Context: an optimization exercise on an open-source flow, tuned for small area, a short achievable clock period and few clock cycles per item. The choices shown serve that exercise and are no tape-out recipe. Only simulation tests tie the RTL to the original design; equivalence was not proved. Power figures rest on the tool's default switching activity, not on a simulated workload.

== rev 12 ==
## mnist_head
module mnist_head (
    input clk,
    input rst,
    input start,
    output [6:0] act_addr,
    input [3:0] act_data,
    output [3:0] predicted_class,
    output [39:0] logits,
    output [127:0] hidden,
    output done
);
    wire rd, clr, l2fin, sel, comb, fin;
    wire [3:0] k;
    global_controller ctrl (
        .clk(clk), .rst(rst), .start(start), .addr(act_addr), .rd(rd),
        .clr(clr), .l2fin(l2fin), .sel(sel), .k(k), .comb(comb),
        .fin(fin), .done(done)
    );
    wire e0_1;
    wire e0_2;
    wire e0_3;
    wire e0_4;
    wire s0;
    wire e1_1;
    wire e1_2;
    wire e1_3;
    wire e1_4;
    wire e1_5;
    wire s1;
    wire e2_1;
    wire e2_2;
    wire e2_3;
    wire s2;
    wire e3_1;
    wire e3_2;
    wire e3_3;
    wire e3_4;
    wire s3;
    wire e4_1;
    wire e4_2;
    wire e4_3;
    wire e4_5;
    wire s4;
    wire e5_1;
    wire e5_2;
    wire e5_3;
    wire e5_4;
    wire e5_5;
    wire s5;
    wire e6_1;
    wire e6_2;
    wire e6_3;
    wire e6_4;
    wire s6;
    wire e7_1;
    wire e7_2;
    wire e7_3;
    wire e7_4;
    wire s7;
    wire e8_1;
    wire e8_2;
    wire e8_3;
    wire e8_4;
    wire e8_7;
    wire s8;
  ...
For scale: ~5800 cells after synthesis, roughly 580 flip-flops.
==> flow/config.mk <==
export PLATFORM = sky130hd
export DESIGN_NAME = mnist_head
export DESIGN_NICKNAME = mnist_head
export VERILOG_FILES = /design/flow/design.v
export SDC_FILE = /design/flow/constraint.sdc
export NUM_CORES = 4
export LEC_CHECK = 0
export CAP_MARGIN = 35
export CORE_MARGIN = 2
export CORE_UTILIZATION = 30
export SLEW_MARGIN = 20
export SYNTH_MEMORY_MAX_BITS = 32768
export SETUP_SLACK_MARGIN = 8.9
==> flow/constraint.sdc <==
create_clock -name core_clock -period 12.5 [get_ports {clk}]
set_input_delay 2.5000 -clock core_clock [delete_from_list [all_inputs] [get_ports {clk}]]
set_output_delay 2.5000 -clock core_clock [all_outputs]
set_load 0.01 [all_outputs]
standard.sh (not shown) runs the stock make flow with config.mk's settings and CLKGATE_MAP_FILE= SYNTH_SCRIPT=/design/flow/synth_recipe.tcl, a recipe that flattens the netlist after the stock synthesis.
==> flow/flow/run.sh <==
#!/bin/bash
set -euo pipefail
echo "export SETUP_SLACK_MARGIN = 8.9" >> config.mk

bash standard.sh > standard.log 2>&1
Testbench counts of rev 12, summed over its fixed seeds: cycles 47,688, inferences 320.
Input changes introduced in rev 13 (baseline for comparison: rev 12):
- a change of CORE_UTILIZATION from 30 to 40
diff --git a/flow/flow/run.sh b/flow/flow/run.sh
--- a/flow/flow/run.sh
+++ b/flow/flow/run.sh
@@ -4 +3,0 @@
-
==> run summary <==
Rev 13 is listed as incomplete: the tool reported an error in global routing and the run ended there.
Rev 13: number of buffers inserted by post-CTS setup repair is 2.6% lower than what rev 12 reported.
Compared with rev 12, in rev 13 final estimated routing congestion in global placement +7.4%, worst setup timing slack at the placement stage saw an increase.
[compare] base=rev 12 new=rev 13: height of the die lost about 13%, number of cells in the design after placement lost about 6%, total clock buffers created by CTS lost about 2.6%, post-synthesis mux area share neither gained nor lost much.
Between rev 13 and rev 12, the number of standard-cell rows in the floorplan is higher for rev 12.
Rev 13 ends up with lower placed cell area than rev 12 does.
The total of cells resized after clock tree synthesis of rev 13 falls short of that of rev 12 by about 5%.

========
Another version of the RTL of mnist_head (not shown whole).
Size in the first run: about 5900 cells after synthesis, ~620 flip-flops, about 45000 um2 of cells after synthesis.
// mnist_head
module mnist_head (
    input clk,
    input rst,
    input start,
    output [6:0] act_addr,
    input [3:0] act_data,
    output [3:0] predicted_class,
    output [39:0] logits,
    output [127:0] hidden,
    output done
);
clock: 12.5 ns
lec_check: 0
cap_margin: 35
core_margin: 2
core_utilization: 35
setup_slack_margin: 5
slew_margin: 20
synth_memory_max_bits: 32768
run.sh (not shown) runs the stock make flow with config.mk's settings and CLKGATE_MAP_FILE= SYNTH_SCRIPT=/design/flow/synth_recipe.tcl, a recipe that flattens the netlist after the stock synthesis.
Stock flow here: none of the scripts above is used.
Testbench counts at the start, summed over its fixed seeds: cycles 47,688, inferences 320.
Next try:
==> flow/flow/run.sh (new file) <==
#!/bin/bash
set -euo pipefail
echo "export SETUP_SLACK_MARGIN = 8.9" >> config.mk

bash standard.sh > standard.log 2>&1
==> flow/standard.sh (new file) <==
#!/bin/bash
# synth_recipe.tcl (not shown) runs the flow's synth.tcl, then flattens the netlist and writes it again
# the make line also repeats each setting of config.mk as NAME=value (left out here)
make -C /OpenROAD-flow-scripts/flow DESIGN_CONFIG=/design/flow/config.mk WORK_HOME=/design/flow/orfs CLKGATE_MAP_FILE= SYNTH_SCRIPT=/design/flow/synth_recipe.tcl "${@:-finish}"
CORE_UTILIZATION = 30   (was 35)
SETUP_SLACK_MARGIN = 8.9   (was 5)
removed: flow/run.sh
Outcome:
- The new run completed without violations
- setup slack gains 1000 ps
- sequential power drops by about 2%
- non-clock buffer count climbs by 248

what the ideal ports hide:
How much do the figures lean on ideal ports? The routed layouts below were timed once more, with nothing changed but the port constraints.
Step 1 (the two cells are an assumption about what drives the block):
set clk [get_ports {clk}]
set_driving_cell -lib_cell sky130_fd_sc_hd__clkbuf_16 $clk
set_driving_cell -lib_cell sky130_fd_sc_hd__buf_2 [delete_from_list [all_inputs] $clk]
Step 2 moves the port delays by t, midway between the first and last clock arrival at a register: inputs arrive t later, outputs are due t later. That takes back most of the time a late clock gives input paths.
Three values: no drivers, after step 1, after step 2; two values: the first two.
| run | shift t [ns] | setup slack, ns | worst setup path at the end | worst register clock-pin slew, ns | cell pins on the clock port's net |
|---|---|---|---|---|---|
| rev 12 | 0.814 | 8.515 / 8.515 / 8.187 | input to register | 0.08 / 0.08 | 1 |
| the first run of note 2 | 0.789 | 7.511 / 7.511 / 7.501 | input to register | 0.09 / 0.09 | 1 |
| the second run of note 2 | 0.810 | 8.518 / 8.518 / 8.269 | input to register | 0.07 / 0.07 | 1 |
After both steps setup and hold are still met in every run listed. The setup slack of rev 12, which loses most, moves by 0.000 ns with the drivers and by -0.328 ns with both steps.
